From an optimization exercise on the open Yosys and OpenROAD flow, aimed at small area and a short achievable clock period; shortcuts taken in it are not production practice.
The RTL was checked by simulation tests, not by an equivalence proof against the original design.
Power is estimated from default activity; no workload was simulated.

==> flow/design.v (outline; a module is shown in full before it is edited, if it fits) <==
// module fir_filter: 1385 lines
// module fa: 4 lines
// module ha: 4 lines
// module fa1: 4 lines
// module dec2: 3 lines
// module sel3: 3 lines
// module sel2: 3 lines
// module wmux: 3 lines
// module times3: 39 lines
// module cpa: 35 lines
module fir_filter
#(
    parameter NUM_ELEMENTS = 7
)
(
    input clk,
    input rst,
    input [ 7 : 0 ] weight_data,
    input [ 2 : 0 ] weight_idx,
    input weight_valid,
    output weight_ready,
    input [ 7 : 0 ] input_data,
    input input_valid,
    output input_ready,
    output [ 15 : 0 ] output_data,
    input output_ready,
    output output_valid
);
  // ...
==> flow/flow/run.sh <==
#!/bin/bash
# Standard layout, with stronger port buffers and timing repair aimed past the clock period.
set -euo pipefail
export BUFFER_PORTS_ARGS="-buffer_cell ${PORTBUF:-sky130_fd_sc_hd__buf_2}"
export SETUP_SLACK_MARGIN=${MARGIN:-6.5}
bash standard.sh > standard.log 2>&1
==> flow/standard.sh <==
#!/bin/bash
# synth_recipe.tcl (not shown) runs the flow's synth.tcl, then flattens the netlist and writes it again
# the make line also repeats each setting of config.mk as NAME=value (left out here)
make -C /OpenROAD-flow-scripts/flow DESIGN_CONFIG=/design/flow/config.mk WORK_HOME=/design/flow/orfs CLKGATE_MAP_FILE= SYNTH_SCRIPT=/design/flow/synth_recipe.tcl "${@:-finish}"
==> flow/config.mk <==
export PLATFORM = sky130hd
export DESIGN_NAME = fir_filter
export DESIGN_NICKNAME = fir_filter
export VERILOG_FILES = /design/flow/design.v
export SDC_FILE = /design/flow/constraint.sdc
export NUM_CORES = 4
export LEC_CHECK = 0
export CAP_MARGIN = 20
export CORE_MARGIN = 2
export CORE_UTILIZATION = 40
export CTS_BUF_LIST = sky130_fd_sc_hd__clkbuf_4 sky130_fd_sc_hd__clkbuf_8
export SLEW_MARGIN = 20
export SYNTH_HIERARCHICAL = 1
export SYNTH_MINIMUM_KEEP_SIZE = 0
==> flow/constraint.sdc <==
create_clock -name core_clock -period 13.0 [get_ports {clk}]
set_input_delay 2.6000 -clock core_clock [delete_from_list [all_inputs] [get_ports {clk}]]
set_output_delay 2.6000 -clock core_clock [all_outputs]
set_load 0.01 [all_outputs]
==> flow_summary.toml, run 1 <==
[status]
status = "complete, no violations"

[power_and_ir_drop]
comb_power_share_pct = 67.3
power_top_consumer = "combinational logic"
static-leakage-power_nw = 5.12
pwr-share-clk_pct = 13.4
power.total_mw = 3.24

[clock_network]
ctsHoldBuffers = 0
clk_root_buffer_cell = "clkbuf_8"
post_cts.repair.setup_buffers = 2
cts_tree = "yes"

[critical_path]
cp_top_family = "adder cells"
crit_buf_inv = 2
setup.reg_to_reg.worst_slack_ns = 7.13
startpoint_type = "flip-flop"
timing.critical_path.from = "q48$_DFF_P_"

[drt]
route.detailed.drc = 0
route.top_layer_used = "met4"
met3_wirelength_from_detailed_routing_mm = 4.40
drtIter0Drc = 2322
wl_met2_mm = 21.7
detail_route.first_pass.iterations = 14

[sta]
setup_viol = 0
fmaxAchievable_mhz = 156
fin_worst_hold_slack_ns = 0.494
post-route-worst-setup-slack_ns = 6.57

[cells_and_area]
final_cell_count_no_fill = 1660
seqCellArea_um2 = 3410
layout_common_cells = "280 x fa_1, 196 x a222oi_1, 168 x dfxtp_1"
clockBufferCount = 18
fin_nets = 1538
num-multi-input-gates = 897

[global_routing]
grt_busiest_layer = "met2"
grt_start_max_net_pins = 57
first_pass_grt_wire_length_mm = 69.6
grtUsageMet3_pct = 6.03
grt_pass1_vias = 10900

[floorplanning]
tap_cells = 468
std_cell_rows = 70
die_x_um = 197

[placement]
place.detailed.hpwl_mm = 36.8

[min_path]
min_delay_worst_endpoint = "w0[3]$_DFF_P_"
whs_path_depth = 1

[logic_synthesis]
synth_area_um2 = 15000
synthCells = 1130
==> module cpa, before the edit <==
module cpa (input [28:0] x, output [15:0] s);
    wire [15:0] a = {x[15], x[14], x[13], x[12], x[11], x[10], x[9], x[8], x[7], x[6], x[5], x[4], x[3], x[2], x[1], x[0]};
    wire [15:0] b = {x[28], x[27], x[26], x[25], x[24], x[23], x[22], x[21], x[20], x[19], x[18], x[17], x[16], 1'b0, 1'b0, 1'b0};
    wire [15:0] p = a ^ b;
    wire [15:0] g0 = a & b, p0 = p;
    wire [15:0] g1, p1, g2, p2, g3, p3, g4, p4;
    genvar i;
    generate for (i = 0; i < 16; i = i + 1) begin : pf
        if (i % 2 == 1) begin
            assign g1[i] = g0[i] | (p0[i] & g0[i-1]);
            assign p1[i] = p0[i] & p0[i-1];
        end else begin
            assign g1[i] = g0[i]; assign p1[i] = p0[i];
        end
        if (i % 4 >= 2) begin
            assign g2[i] = g1[i] | (p1[i] & g1[i - i % 4 + 1]);
            assign p2[i] = p1[i] & p1[i - i % 4 + 1];
        end else begin
            assign g2[i] = g1[i]; assign p2[i] = p1[i];
        end
        if (i % 8 >= 4) begin
            assign g3[i] = g2[i] | (p2[i] & g2[i - i % 8 + 3]);
            assign p3[i] = p2[i] & p2[i - i % 8 + 3];
        end else begin
            assign g3[i] = g2[i]; assign p3[i] = p2[i];
        end
        if (i % 16 >= 8) begin
            assign g4[i] = g3[i] | (p3[i] & g3[7]);
            assign p4[i] = p3[i] & p3[7];
        end else begin
            assign g4[i] = g3[i]; assign p4[i] = p3[i];
        end
    end endgenerate
    assign s = ~(p ^ {g4[14:0], 1'b0});
endmodule
==> run 2: changes to the inputs <==
--- a/flow/design.v
+++ b/flow/design.v
@@ -1283,110 +1283,110 @@
         q60 <= s525;
         q61 <= s471;
         q62 <= p6_3_8;
         q63 <= c526;
         q64 <= s527;
         q65 <= s395;
     end
     wire s529, c530;
-    ha us529 (.a(q29), .b(q30), .s(s529), .co(c530));
+    fa us529 (.a(q3), .b(q4), .c(q5), .s(s529), .co(c530));
     wire s531, c532;
-    ha us531 (.a(q36), .b(q37), .s(s531), .co(c532));
+    fa us531 (.a(q6), .b(q7), .c(q8), .s(s531), .co(c532));
     wire s533, c534;
-    ha us533 (.a(q42), .b(q43), .s(s533), .co(c534));
+    fa us533 (.a(q10), .b(q11), .c(q12), .s(s533), .co(c534));
     wire s535, c536;
-    ha us535 (.a(q48), .b(q49), .s(s535), .co(c536));
+    fa us535 (.a(q13), .b(q14), .c(q15), .s(s535), .co(c536));
     wire s537, c538;
-    ha us537 (.a(q13), .b(q14), .s(s537), .co(c538));
+    fa us537 (.a(q18), .b(q19), .c(q20), .s(s537), .co(c538));
     wire s539, c540;
-    fa us539 (.a(q18), .b(q19), .c(q20), .s(s539), .co(c540));
+    fa us539 (.a(q21), .b(q22), .c(q23), .s(s539), .co(c540));
     wire s541, c542;
-    ha us541 (.a(q21), .b(q22), .s(s541), .co(c542));
+    fa us541 (.a(q24), .b(q25), .c(q26), .s(s541), .co(c542));
     wire s543, c544;
-    fa us543 (.a(q24), .b(q25), .c(q26), .s(s543), .co(c544));
+    fa us543 (.a(q29), .b(q30), .c(q31), .s(s543), .co(c544));
     wire s545, c546;
-    ha us545 (.a(q27), .b(q28), .s(s545), .co(c546));
+    fa us545 (.a(q32), .b(q33), .c(q34), .s(s545), .co(c546));
     wire s547, c548;
-    fa us547 (.a(s529), .b(q31), .c(q32), .s(s547), .co(c548));
+    fa us547 (.a(q36), .b(q37), .c(q38), .s(s547), .co(c548));
     wire s549, c550;
-    fa us549 (.a(q33), .b(q34), .c(q35), .s(s549), .co(c550));
+    fa us549 (.a(q39), .b(q40), .c(q41), .s(s549), .co(c550));
     wire s551, c552;
-    fa us551 (.a(c530), .b(s531), .c(q38), .s(s551), .co(c552));
+    fa us551 (.a(q42), .b(q43), .c(q44), .s(s551), .co(c552));
     wire s553, c554;
-    fa us553 (.a(q39), .b(q40), .c(q41), .s(s553), .co(c554));
+    fa us553 (.a(q45), .b(q46), .c(q47), .s(s553), .co(c554));
     wire s555, c556;
-    fa us555 (.a(c532), .b(s533), .c(q44), .s(s555), .co(c556));
+    fa us555 (.a(q48), .b(q49), .c(q50), .s(s555), .co(c556));
     wire s557, c558;
-    fa us557 (.a(q45), .b(q46), .c(q47), .s(s557), .co(c558));
+    fa us557 (.a(q51), .b(q52), .c(q53), .s(s557), .co(c558));
     wire s559, c560;
-    fa us559 (.a(c534), .b(s535), .c(q50), .s(s559), .co(c560));
+    fa us559 (.a(q54), .b(q55), .c(q56), .s(s559), .co(c560));
     wire s561, c562;
-    fa us561 (.a(q51), .b(q52), .c(q53), .s(s561), .co(c562));
+    fa us561 (.a(q58), .b(q59), .c(q60), .s(s561), .co(c562));
     wire s563, c564;
-    fa us563 (.a(c536), .b(q54), .c(q55), .s(s563), .co(c564));
+    fa us563 (.a(q63), .b(q64), .c(q65), .s(s563), .co(c564));
     wire s565, c566;
-    ha us565 (.a(q56), .b(q57), .s(s565), .co(c566));
+    fa us565 (.a(c530), .b(s531), .c(q9), .s(s565), .co(c566));
     wire s567, c568;
-    fa us567 (.a(q58), .b(q59), .c(q60), .s(s567), .co(c568));
+    fa us567 (.a(c534), .b(s535), .c(q16), .s(s567), .co(c568));
     wire s569, c570;
-    ha us569 (.a(q61), .b(q62), .s(s569), .co(c570));
+    fa us569 (.a(c536), .b(s537), .c(s539), .s(s569), .co(c570));
     wire s571, c572;
-    ha us571 (.a(q63), .b(q64), .s(s571), .co(c572));
+    fa us571 (.a(c538), .b(c540), .c(s541), .s(s571), .co(c572));
     wire s573, c574;
-    ha us573 (.a(q6), .b(q7), .s(s573), .co(c574));
+    fa us573 (.a(c542), .b(s543), .c(s545), .s(s573), .co(c574));
     wire s575, c576;
-    ha us575 (.a(q10), .b(q11), .s(s575), .co(c576));
+    fa us575 (.a(c544), .b(c546), .c(s547), .s(s575), .co(c576));
     wire s577, c578;
-    fa us577 (.a(s537), .b(q15), .c(q16), .s(s577), .co(c578));
+    fa us577 (.a(c548), .b(c550), .c(s551), .s(s577), .co(c578));
     wire s579, c580;
-    fa us579 (.a(c538), .b(s539), .c(s541), .s(s579), .co(c580));
+    fa us579 (.a(c552), .b(c554), .c(s555), .s(s579), .co(c580));
     wire s581, c582;
-    fa us581 (.a(c540), .b(c542), .c(s543), .s(s581), .co(c582));
+    fa us581 (.a(c556), .b(c558), .c(s559), .s(s581), .co(c582));
     wire s583, c584;
-    fa us583 (.a(c544), .b(c546), .c(s547), .s(s583), .co(c584));
+    fa us583 (.a(c560), .b(s561), .c(q61), .s(s583), .co(c584));
     wire s585, c586;
-    fa us585 (.a(c548), .b(c550), .c(s551), .s(s585), .co(c586));
+    fa us585 (.a(c566), .b(c532), .c(s533), .s(s585), .co(c586));
     wire s587, c588;
-    fa us587 (.a(c552), .b(c554), .c(s555), .s(s587), .co(c588));
+    fa us587 (.a(c570), .b(s571), .c(q27), .s(s587), .co(c588));
     wire s589, c590;
-    fa us589 (.a(c556), .b(c558), .c(s559), .s(s589), .co(c590));
+    fa us589 (.a(c572), .b(s573), .c(q35), .s(s589), .co(c590));
     wire s591, c592;
-    fa us591 (.a(c560), .b(c562), .c(s563), .s(s591), .co(c592));
+    fa us591 (.a(c574), .b(s575), .c(s549), .s(s591), .co(c592));
     wire s593, c594;
-    fa us593 (.a(c564), .b(c566), .c(s567), .s(s593), .co(c594));
+    fa us593 (.a(c576), .b(s577), .c(s553), .s(s593), .co(c594));
     wire s595, c596;
-    fa us595 (.a(c568), .b(c570), .c(s571), .s(s595), .co(c596));
+    fa us595 (.a(c578), .b(s579), .c(s557), .s(s595), .co(c596));
     wire s597, c598;
-    ha us597 (.a(q3), .b(q4), .s(s597), .co(c598));
+    fa us597 (.a(c580), .b(s581), .c(q57), .s(s597), .co(c598));
     wire s599, c600;
-    fa us599 (.a(s573), .b(q8), .c(q9), .s(s599), .co(c600));
+    fa us599 (.a(c582), .b(s583), .c(q62), .s(s599), .co(c600));
     wire s601, c602;
-    fa us601 (.a(c574), .b(s575), .c(q12), .s(s601), .co(c602));
+    fa us601 (.a(c584), .b(c562), .c(s563), .s(s601), .co(c602));
     wire s603, c604;
-    fa us603 (.a(c576), .b(s577), .c(q17), .s(s603), .co(c604));
+    fa us603 (.a(c586), .b(s567), .c(q17), .s(s603), .co(c604));
     wire s605, c606;
-    fa us605 (.a(c578), .b(s579), .c(q23), .s(s605), .co(c606));
+    ha us605 (.a(c568), .b(s569), .s(s605), .co(c606));
     wire s607, c608;
-    fa us607 (.a(c580), .b(s581), .c(s545), .s(s607), .co(c608));
+    ha us607 (.a(s587), .b(q28), .s(s607), .co(c608));
     wire s609, c610;
-    fa us609 (.a(c582), .b(s583), .c(s549), .s(s609), .co(c610));
+    ha us609 (.a(c588), .b(s589), .s(s609), .co(c610));
     wire s611, c612;
-    fa us611 (.a(c584), .b(s585), .c(s553), .s(s611), .co(c612));
+    ha us611 (.a(c590), .b(s591), .s(s611), .co(c612));
     wire s613, c614;
-    fa us613 (.a(c586), .b(s587), .c(s557), .s(s613), .co(c614));
+    ha us613 (.a(c592), .b(s593), .s(s613), .co(c614));
     wire s615, c616;
-    fa us615 (.a(c588), .b(s589), .c(s561), .s(s615), .co(c616));
+    ha us615 (.a(c594), .b(s595), .s(s615), .co(c616));
     wire s617, c618;
-    fa us617 (.a(c590), .b(s591), .c(s565), .s(s617), .co(c618));
+    ha us617 (.a(c596), .b(s597), .s(s617), .co(c618));
     wire s619, c620;
-    fa us619 (.a(c592), .b(s593), .c(s569), .s(s619), .co(c620));
+    ha us619 (.a(c598), .b(s599), .s(s619), .co(c620));
     wire s621, c622;
-    fa us621 (.a(c594), .b(s595), .c(q65), .s(s621), .co(c622));
-    cpa add (.x({s621, s619, s617, s615, s613, s611, s609, s607, s605, s603, s601, s599, q5, c620, c618, c616, c614, c612, c610, c608, c606, c604, c602, c600, c598, s597, q2, q1, q0}), .s(output_data));
+    ha us621 (.a(c600), .b(s601), .s(s621), .co(c622));
+    cpa add (.x({s621, s619, s617, s615, s613, s611, s609, s607, s605, c620, c618, c616, c614, c612, c610, c608, c606, c604, s603, s585, s565, s529, q2, q1, q0}), .s(output_data));
 endmodule
 module fa (input a, input b, input c, output s, output co);
     assign s = a ^ b ^ c;
     assign co = (a & b) | (a & c) | (b & c);
 endmodule
 module ha (input a, input b, output s, output co);
     assign s = a ^ b;
     assign co = a & b;
@@ -1441,19 +1441,19 @@
     wire g2_7 = g1_7 | (p1_7 & g1_3);
     wire p2_7 = p1_7 & p1_3;
     wire g3_8 = g[8] | (p[8] & g2_7);
     wire p3_8 = p[8] & p2_7;
     wire g3_9 = g0_9 | (p0_9 & g2_7);
     wire p3_9 = p0_9 & p2_7;
     assign s = p ^ {g3_8, g2_7, g2_6, g2_5, g2_4, g1_3, g1_2, g0_1, g[0], 1'b0};
 endmodule
-module cpa (input [28:0] x, output [15:0] s);
+module cpa (input [24:0] x, output [15:0] s);
     wire [15:0] a = {x[15], x[14], x[13], x[12], x[11], x[10], x[9], x[8], x[7], x[6], x[5], x[4], x[3], x[2], x[1], x[0]};
-    wire [15:0] b = {x[28], x[27], x[26], x[25], x[24], x[23], x[22], x[21], x[20], x[19], x[18], x[17], x[16], 1'b0, 1'b0, 1'b0};
+    wire [15:0] b = {x[24], x[23], x[22], x[21], x[20], x[19], x[18], x[17], x[16], 1'b0, 1'b0, 1'b0, 1'b0, 1'b0, 1'b0, 1'b0};
     wire [15:0] p = a ^ b;
     wire [15:0] g0 = a & b, p0 = p;
     wire [15:0] g1, p1, g2, p2, g3, p3, g4, p4;
     genvar i;
     generate for (i = 0; i < 16; i = i + 1) begin : pf
         if (i % 2 == 1) begin
             assign g1[i] = g0[i] | (p0[i] & g0[i-1]);
             assign p1[i] = p0[i] & p0[i-1];
==> run 2 against run 1 <==
Still clean on timing, DRC and antenna. Sequential power about the same. Clock skew fell by 0.0039 ns. Total power decreased by 20%. Die area shrank 1.3%. Cell count fell by 2.2%. Largest cell class unchanged. Highest routed layer unchanged.
==> flow_summary.toml, run 2 <==
[power_and_ir_drop]
irDropWorstVdd_mv = 0.211
power_density_nw_per_um2 = 162
static-leakage-power_nw = 4.90

[cells_and_area]
layout_common_cells = "279 x fa_1, 196 x a222oi_1, 169 x dfxtp_1"
fin_nets = 1496
fillcell_total = 3367
antenna_cells = 0
drive_gt1_share_pct = 21.8
fin_area_um2 = 16000
final_common_cell = "fa_1"
syn_to_final_growth_pct = 8.46

[min_path]
worstHoldPathType = "reg2reg"

[clock_network]
cts_buffers = 17
cts_max_level = 4
cts_tree = "yes"
clk_root_buffer_cell = "clkbuf_8"
sinks_on_the_clock_net = 170
clk_latency_ns = 0.51
clk_pin_slew_worst_paths_ns = 0.11
ctsHoldBuffers = 0
ctsLongestPathBuffers = 2

[drt]
route.detailed.drc = 0
wl_per_cell_um = 27.6
postRouteAntennaNets = 0
drtIter0Drc = 2299
vias_per_cell = 6.39
drt_wl_total_mm = 44.8
detail_route.first_pass.iterations = 11
route.vias.total = 10400

[floorplanning]
initial_core_util_pct = 40.5
std_cell_rows = 70
die_height_um = 196
die_x_um = 196
design.die.area_um2 = 38500
num_io_pins = 43
core-area_um2 = 36400

[sta]
setup-tns-final_ns = 0
setup_viol = 0
fin_worst_skew_ns = 0.0192
fmaxAchievable_mhz = 156
hold_violations = 0
worst_pin_slew_ns = 0.715
finalWorstPathRequiredPeriod_ns = 6.43
post-route-worst-setup-slack_ns = 6.57
rsz_0062_raised_after_global_routing = "true"
relative_max_transition_margin_pct = 52.3
slew_violations = 0
finalCritPeriodShare_pct = 49.4

[placement]
portBuffers = 37
place.detailed.hpwl_mm = 35.9
gp_congestion = 0.948
place_area_um2 = 15400
dp_slack_ns = 5.56

[critical_path]
end_kind = "flip-flop"
timing.setup.critical_path_class = "in2reg"
startpoint_type = "primary input"
arrival_time_of_the_worst_setup_path_ns = 6.81
cp.required_ns = 13.38
critical_path_peak_fanout = 63

[global_routing]
groute.usage.overall_pct = 24.3
gr-total-overflow = 0
grt_pass1_vias = 10700
grt_start_max_net_pins = 64
grt_antenna_before_repair = 0
first_pass_grt_wire_length_mm = 68.6

[run]
maxCapViolCount = 0

[status]
status = "complete, no violations"

[logic_synthesis]
synthCells = 1096
mean_cell_area_of_the_mapped_netlist_um2 = 13.5
synth_area_um2 = 14800
count_of_warnings_emitted_by_yosys = 7
[run 2: cell count changes in the layout (fill, tap and decap cells not counted), moves of 4 or more]
| cell | before | now |
|---|---|---|
| fa_2 | 2 | 6 |
| ha_1 | 46 | 38 |
| nand2_1 | 62 | 57 |
| nor2_1 | 6 | 2 |
| nor2b_1 | 73 | 78 |
| nor2b_2 | 12 | 3 |
| nor2b_4 | 0 | 4 |
[run 2: layer usage]
layer / up-vias / part of all wire, % / track usage [%] / wire length (µm)
li1: 4334 / - / - / -
met1: 5350 / 41 / 32.3 / 18200
met2: 599 / 46 / 38.6 / 20800
met3: 88 / 8.1 / 4.97 / 3640
met4: 0 / 4.8 / 10.9 / 2160
met5: - / 0 / 0 / 0
[run 2: worst max-delay path: stages]
cell,delay [ns]
buf_2,0.10
buf_12,0.29
a31o_2,0.46
mux2_4,0.36
and2_2,0.27
a222oi_1,0.56
fa_1,0.56
fa_1,0.56
fa_1,0.46
fa_1,0.49
[run 2: final timing paths]
kind / slack [ns] / cells past startpoint / end / startpoint
min reg2reg: 0.50 / 1 / w3[5]$_DFF_P_ / w3[5]$_DFF_P_
min: 0.50 / 1 / w3[5]$_DFF_P_ / w3[5]$_DFF_P_
max: 6.57 / 10 / q28$_DFF_P_ / rst
max reg2reg: 7.12 / 13 / q28$_DFF_P_ / v0[1]$_SDFF_PP0_
[run 2: per-stage QoR]
step | power (mW) | std cells | utilization (%) | hold WS (ns)
6_report | 2.59 | 1623 | 43.9 | 0.496
5_1_grt | 2.84 | 1623 | 43.9 | 0.510
4_1_cts | 2.53 | 1622 | 43.6 | 0.495
3_5_place_dp | 2.07 | 1590 | 42.3 | 0.471
3_3_place_gp | 2.06 | 1590 | 42.3 | 0.465
2_1_floorplan | 1.60 | 1098 | - | 0.459
[run 2: repair_timing]
action	CTS	global route
resized for setup	22	19
pin swaps	6	6
setup buffers	0	1
endpoints found under the setup margin	57	39
[run 2: layout make-up]
cell class | count | area [µm²] | area share, %
clock buffer | 17 | 234 | 1.46
clock inverter | 15 | 153 | 0.954
tap | 468 | 586 | 3.66
inverter | 45 | 169 | 1.06
timing repair buffer | 43 | 243 | 1.52
sequential | 170 | 3400 | 21.3
multi-input combinational | 865 | 11200 | 70.1
[run 2: power breakdown]
| part | switching (mW) | internal (mW) | total (mW) |
|---|---|---|---|
| clock | 0.239 | 0.144 | 0.383 |
| sequential | 0.0401 | 0.588 | 0.628 |
| combinational | 0.840 | 0.740 | 1.58 |
| total | 1.12 | 1.47 | 2.59 |

static timing again, ports no longer ideal:
The results above use ideal ports. As a check the final layouts listed here were re-extracted and re-timed, cells and wires unchanged. Step 1, drivers: a clkbuf_16 drives clk and a buf_2 each remaining input, both assumed. Step 2 times the ports against the registers' clock, not the clock port: input delays grow and output delays shrink by t, the midpoint of the rising clock arrivals with the driver on. Three values: ideal ports, drivers, drivers and shift; two values: the first two.
| run | t, ns | slack for setup (ns) | worst hold slack (ns) | latest minus earliest clock arrival (ns) |
|---|---|---|---|---|
| run 1 | 0.537 | 6.574 / 6.526 / 6.069 | 0.494 / 0.494 / 0.494 | 0.024 / 0.024 |
| run 2 | 0.548 | 6.572 / 6.577 / 6.047 | 0.496 / 0.496 / 0.496 | 0.019 / 0.019 |
After both steps setup and hold are still met in every run listed. The setup slack of run 2, which loses most, moves by +0.005 ns with the drivers and by -0.525 ns with both steps.
